What follows belongs to an exercise in optimizing a design on an open flow for small area; a production flow would make more cautious choices.
RTL that was checked went through simulation tests only; none was proved equivalent to the original.
Power is estimated from default activity; no workload was simulated.

## main_module
module main_module(
    input clk,
    input rst,
    input DIP,
    output [15:0] ROM_Address,
    input  [7:0]  ROM_Data,
    output VGA_VSync,
    output VGA_HSync,
    output [1:0] VGA_R,
    output [1:0] VGA_G,
    output [1:0] VGA_B
    );
==> flow/config.mk <==
export PLATFORM = sky130hd
export DESIGN_NAME = main_module
export DESIGN_NICKNAME = main_module
export VERILOG_FILES = /design/flow/design.v
export SDC_FILE = /design/flow/constraint.sdc
export NUM_CORES = 4
export LEC_CHECK = 0
export ABC_AREA = 0
export CAP_MARGIN = 20
export CORE_MARGIN = 2
export CORE_UTILIZATION = 40
export PLACE_DENSITY = 0.6
export SLEW_MARGIN = 20
==> flow/constraint.sdc <==
create_clock -name core_clock -period 14.0 [get_ports {clk}]
set_input_delay 2.8000 -clock core_clock [delete_from_list [all_inputs] [get_ports {clk}]]
set_output_delay 2.8000 -clock core_clock [all_outputs]
set_load 0.01 [all_outputs]
standard.sh (not shown) runs the stock make flow with config.mk's settings and CLKGATE_MAP_FILE= SYNTH_SCRIPT=/design/flow/synth_recipe.tcl, a recipe that flattens the netlist after the stock synthesis.
==> flow/flow/run.sh <==
#!/bin/bash
# Standard synthesis, then an area re-mapping of its combinational logic (registers
# untouched) and an adder polarity pass, then the standard layout with the smallest
# buffer on the ports and a lean clock tree.
set -euo pipefail
export BUFFER_PORTS_ARGS="-buffer_cell sky130_fd_sc_hd__buf_1"
export CTS_ARGS="-sink_clustering_enable -repair_clock_nets -buf_list sky130_fd_sc_hd__clkbuf_8 -dont_use_dummy_load"
bash standard.sh synth > synth.log 2>&1
R=$(pwd)/orfs/results/sky130hd/main_module/base
LIB=$FLOW_HOME/platforms/sky130hd/lib/sky130_fd_sc_hd__tt_025C_1v80.lib
YOSYS=$(command -v yosys || echo $FLOW_HOME/../tools/install/yosys/bin/yosys)
DU=""
for c in $(sed -n '/DONT_USE_CELLS/,/^#/p' $FLOW_HOME/platforms/sky130hd/config.mk | grep -o 'sky130_fd_sc_hd__[a-z0-9_]*'); do DU="$DU -dont_use $c"; done
cp $R/1_2_yosys.v std_netlist.v
sed -e "s#@LIB@#$LIB#g" -e "s#@IN@#std_netlist.v#" -e "s#@OUT@#remapped.v#" -e "s#@DONTUSE@#$DU#" flow/post.ys > post_run.ys
$YOSYS -s post_run.ys > post_yosys.log 2>&1
python3 flow/polar.py remapped.v polar.v > polar.log 2>&1
cp polar.v $R/1_2_yosys.v
rm -f $R/1_synth.odb
bash standard.sh > standard.log 2>&1
Other scripts of this flow, unchanged in this note and not shown: flow/flow/polar.py, flow/flow/post.ys
The first run completed without violations.
Then changed:
--- a/flow/design.v
+++ b/flow/design.v
@@ -33,48 +33,48 @@
         end
     endfunction
     reg [1:0] ph;
     always @(posedge clk)
         if (rst) ph <= 0; else ph <= ph + 1'b1;
     wire ce = ph[1] & ph[0];
     reg sel;
     always @(posedge clk) sel <= DIP;
     reg [10:0] H, V;
-    reg HS, VS;
+    reg VS;
     wire hw = sel ? (H == 11'd1054) : (H == 11'd798);           
     wire vw = sel ? (hw ? (V == 11'd626) : (V == 11'd627))
                   : (hw ? (V == 11'd522) : (V == 11'd523));     
     wire [11:0] hc;
     wire [11:0] vc;
     wire [10:0] hi, vi;
     assign hc[0] = ce;
     assign vc[0] = ce & hw;
     genvar gi;
     generate for (gi = 0; gi < 11; gi = gi + 1) begin : cnt
         assign hi[gi] = H[gi] ^ hc[gi];
         assign hc[gi+1] = H[gi] & hc[gi];
         assign vi[gi] = V[gi] ^ vc[gi];
         assign vc[gi+1] = V[gi] & vc[gi];
     end endgenerate
     wire hclr = rst | (ce & hw);
     wire vclr = rst | (ce & vw);
-    wire hs_n = sel ? (ge11(H, 11'd839) & ~ge11(H, 11'd967)) : (ge11(H, 11'd655) & ~ge11(H, 11'd751));
     wire vs_n = sel ? (ge11(V, 11'd600) & ~ge11(V, 11'd604)) : (ge11(V, 11'd490) & ~ge11(V, 11'd492));
     always @(posedge clk) begin
         H <= hclr ? 11'd0 : hi;
         V <= vclr ? 11'd0 : vi;
         if (rst) begin
-            HS <= 1; VS <= 1;
+            VS <= 1;
         end else if (ce) begin
-            HS <= ~hs_n; VS <= ~vs_n;
+            VS <= ~vs_n;
         end
     end
-    assign VGA_HSync = HS;
+    wire hs_l = m1 ? (ge11(H, 11'd840) & ~ge11(H, 11'd968)) : (ge11(H, 11'd656) & ~ge11(H, 11'd752));
+    assign VGA_HSync = ~hs_l;
     assign VGA_VSync = VS;
     wire [10:0] X = {1'b0, H[9:0]};
     wire [10:0] Y = {1'b0, V[9:0]};
     wire winx = sel ? (ge11(X, 11'd288) & ~ge11(X, 11'd512)) : (ge11(X, 11'd208) & ~ge11(X, 11'd432));
     wire winy = sel ? (ge11(Y, 11'd188) & ~ge11(Y, 11'd412)) : (ge11(Y, 11'd128) & ~ge11(Y, 11'd352));
     wire win = ~H[10] & ~V[10] & winx & winy;
     reg f1, f2, m1, m2, rflag;
     always @(posedge clk) begin
         rflag <= rst;
Maximum frequency came out lower by about 3%.
Total power came out lower by 4.2%.
Global-route usage came out higher by 0.84 points.
Register-to-register slack got worse by 0.31 ns.
Design area came out lower by about 0.35%.
Setup slack got worse by 0.31 ns.
Utilization stays flat.
Area after synthesis came out lower by about 0.4%.
Flip-flop and latch count came out lower by 1.
For the first run of this note, only the layout was checked, not whether the RTL still works.

========
main_module with an RTL version that a note above also has.
Size: about 490 cells after synthesis, about 4900 um2 of cells after synthesis.
export LEC_CHECK = 0
export ABC_AREA = 0
export CAP_MARGIN = 20
export CORE_MARGIN = 2
export CORE_UTILIZATION = 40
export PLACE_DENSITY = 0.6
export SLEW_MARGIN = 20
create_clock -name core_clock -period 14.0 [get_ports {clk}]
==> flow/flow/run.sh <==
#!/bin/bash
# Standard synthesis, then an area re-mapping of its combinational logic (registers,
# full adders and tie cells untouched; the smallest of a few ABC scripts is kept) and
# a full-adder polarity pass, then the standard layout with the smallest buffer on the
# ports and a lean clock tree.
set -euo pipefail
export BUFFER_PORTS_ARGS="-buffer_cell sky130_fd_sc_hd__buf_1"
export CTS_ARGS="-sink_clustering_enable -repair_clock_nets -buf_list sky130_fd_sc_hd__clkbuf_8 -dont_use_dummy_load"
bash standard.sh synth > synth.log 2>&1
R=$(pwd)/orfs/results/sky130hd/main_module/base
LIB=$FLOW_HOME/platforms/sky130hd/lib/sky130_fd_sc_hd__tt_025C_1v80.lib
YOSYS=$(command -v yosys || echo $FLOW_HOME/../tools/install/yosys/bin/yosys)
DU=""
for c in $(sed -n '/DONT_USE_CELLS/,/^#/p' $FLOW_HOME/platforms/sky130hd/config.mk | grep -o 'sky130_fd_sc_hd__[a-z0-9_]*'); do DU="$DU -dont_use $c"; done
cp $R/1_2_yosys.v std_netlist.v
R2="balance;rewrite;refactor;balance;rewrite;rewrite,-z;balance;refactor,-z;rewrite,-z;balance"
SCRIPTS=("+strash;dc2;dch,-f;amap;topo" "+strash;dch,-f;amap;topo" "+strash;dc2;dch,-f;amap;strash;dch,-f;amap;topo" "+strash;$R2;dch,-f;amap;topo" "+strash;ifraig;dc2;dch,-f;amap;topo" "+strash;dc2;$R2;dc2;dch,-f;amap;topo")
best=""; besta=1e30
for i in "${!SCRIPTS[@]}"; do
  sed -e "s#@LIB@#$LIB#g" -e "s#@IN@#std_netlist.v#" -e "s#@OUT@#remapped_$i.v#" -e "s#@DONTUSE@#$DU#" \
      -e "s#@SCRIPT@#${SCRIPTS[$i]}#" -e "s#@STAT@#post_stat_$i.log#" flow/post.ys > post_run_$i.ys
  if $YOSYS -s post_run_$i.ys > post_yosys_$i.log 2>&1; then
    a=$(grep "Chip area" post_stat_$i.log | awk '{print $NF}')
    echo "script $i area $a" >> post_select.log
    if python3 -c "import sys; sys.exit(0 if float('$a') < float('$besta') else 1)"; then besta=$a; best=$i; fi
  fi
done
echo "kept script $best area $besta" >> post_select.log
python3 flow/polar.py remapped_$best.v polar.v > polar.log 2>&1
cp polar.v $R/1_2_yosys.v
rm -f $R/1_synth.odb
bash standard.sh > standard.log 2>&1
Other scripts of this flow, unchanged in this note and not shown: flow/flow/polar.py, flow/flow/post.ys
The starting point produced a clean layout.
Edit:
--- a/flow/design.v
+++ b/flow/design.v
@@ -33,20 +33,21 @@
         end
     endfunction
     reg [1:0] ph;
     always @(posedge clk)
         if (rst) ph <= 0; else ph <= ph + 1'b1;
     wire ce = ph[1] & ph[0];
     reg sel;
     always @(posedge clk) sel <= DIP;
     reg [10:0] H, V;
     reg VS;
+    reg f1, f2, m1, m2, rflag;
     wire hw = sel ? (H == 11'd1054) : (H == 11'd798);           
     wire vw = sel ? (hw ? (V == 11'd626) : (V == 11'd627))
                   : (hw ? (V == 11'd522) : (V == 11'd523));     
     wire [11:0] hc;
     wire [11:0] vc;
     wire [10:0] hi, vi;
     assign hc[0] = ce;
     assign vc[0] = ce & hw;
     genvar gi;
     generate for (gi = 0; gi < 11; gi = gi + 1) begin : cnt
@@ -68,21 +69,20 @@
         end
     end
     wire hs_l = m1 ? (ge11(H, 11'd840) & ~ge11(H, 11'd968)) : (ge11(H, 11'd656) & ~ge11(H, 11'd752));
     assign VGA_HSync = ~hs_l;
     assign VGA_VSync = VS;
     wire [10:0] X = {1'b0, H[9:0]};
     wire [10:0] Y = {1'b0, V[9:0]};
     wire winx = sel ? (ge11(X, 11'd288) & ~ge11(X, 11'd512)) : (ge11(X, 11'd208) & ~ge11(X, 11'd432));
     wire winy = sel ? (ge11(Y, 11'd188) & ~ge11(Y, 11'd412)) : (ge11(Y, 11'd128) & ~ge11(Y, 11'd352));
     wire win = ~H[10] & ~V[10] & winx & winy;
-    reg f1, f2, m1, m2, rflag;
     always @(posedge clk) begin
         rflag <= rst;
         f2 <= f1; m2 <= m1;
         if (rst) begin
             f1 <= 0;
         end else if (ce) begin
             f1 <= win; m1 <= sel;
         end
     end
     wire p0s = ~ph[1] & ~ph[0];
@@ -116,35 +116,35 @@
     wire [10:0] Sx;
     rca #(11) u_sx (.a({1'b0, e0}), .b(~{1'b0, e2f}), .ci(1'b1), .s(Sx));
     wire [9:0] ya = {1'b0, u0};
     wire [9:0] yb2 = {u1, 1'b0};
     wire [9:0] yc = {1'b0, u2};
     wire [9:0] ys_ = ya ^ yb2 ^ yc;
     wire [9:0] yc_ = (ya & yb2) | (ya & yc) | (yb2 & yc);
     wire [10:0] Su;
     rca #(11) u_sy (.a({1'b0, ys_}), .b({yc_, 1'b0}), .ci(1'b0), .s(Su));
     wire [10:0] Sy = {~Su[10], Su[9:0]};
-    wire [11:0] M;
-    rca #(12) u_m (.a({Sx[10], Sx}), .b({Sy[10], Sy}), .ci(1'b0), .s(M));
+    wire [10:0] U;
+    rca #(11) u_m (.a({Sx[10], Sx[10:1]}), .b({Sy[10], Sy[10:1]}), .ci(Sx[0]), .s(U));
     wire nx = Sx[10], ny = Sy[10];
     wire inx = (Sx[10:4] == 7'b1110000) & (~Sx[3] | (Sx[2:0] == 3'd0));
     wire iny = (Sy[10:4] == 7'b1110000) & (~Sy[3] | (Sy[2:0] == 3'd0));
     wire [8:0] P = ny ? Sx[8:0] : Sy[8:0];
     wire [3:0] r1;
     rca #(4) u_r1 (.a({1'b0, P[2:0]}), .b({1'b0, P[8:6]}), .ci(1'b0), .s(r1));
     wire [4:0] D;                       
     rca #(5) u_dd (.a({1'b0, r1}), .b(~{2'b00, P[5:3]}), .ci(1'b1), .s(D));
-    wire mge742 = M[11] ? ge11(M[10:0], 11'h51A) : 1'b1;
-    wire mge734 = M[11] ? ge11(M[10:0], 11'h522) : 1'b1;
+    wire mge742 = U[10] ? ge11({1'b0, U[9:0]}, 11'h28D) : 1'b1;    
+    wire mge734 = U[10] ? ge11({1'b0, U[9:0]}, 11'h291) : 1'b1;    
     reg tok;
     always @(*) begin
-        case ({M[2:1], D})
+        case ({U[1:0], D})
             {2'd0, 5'd25}: tok = 1;
             {2'd0, 5'd26}: tok = 1;
             {2'd0, 5'd27}: tok = 1;
             {2'd0, 5'd28}: tok = 1;
             {2'd0, 5'd29}: tok = 1;
             {2'd0, 5'd30}: tok = 0;
             {2'd0, 5'd31}: tok = 0;
             {2'd0, 5'd0}: tok = 1;
             {2'd0, 5'd1}: tok = 1;
             {2'd0, 5'd2}: tok = 1;
Result: Core utilization went down by 0.21 points; via count went up by 1.6%; sequential power barely changes; setup slack got worse by 130 ps; final area went down by 0.47%; global-route usage stays flat.

## static timing again, ports no longer ideal
No port has a modelled driver above. Below, the same layouts with a new extraction and two added sets of constraints. Step 1 assumes that a clkbuf_16 drives the clock port and a buf_2 every other input. Step 2 adds t to the input delays and takes it off the output delays; t is the mean of the earliest and latest rising clock arrival at the registers after step 1. Input paths then give back, and output paths get back, about the clock's delay inside the block. Three values: ideal, step 1, step 2; two values: the first two.
run	t (ns)	slack for setup (ns)	worst setup path after step 2	pins driven straight from the clock port
the first run of note 1	0.383	3.538 / 3.545 / 3.162	input to register	1
the second run of note 1	0.385	3.223 / 3.228 / 2.843	input to register	1
the first run of note 2	0.380	3.601 / 3.614 / 3.234	input to register	1
the second run of note 2	0.381	3.469 / 3.477 / 3.097	input to register	1
After both steps setup and hold are still met in every run listed. For the second run of note 1, which loses most, drivers alone change the setup slack by +0.005 ns; drivers and shift together by -0.380 ns.
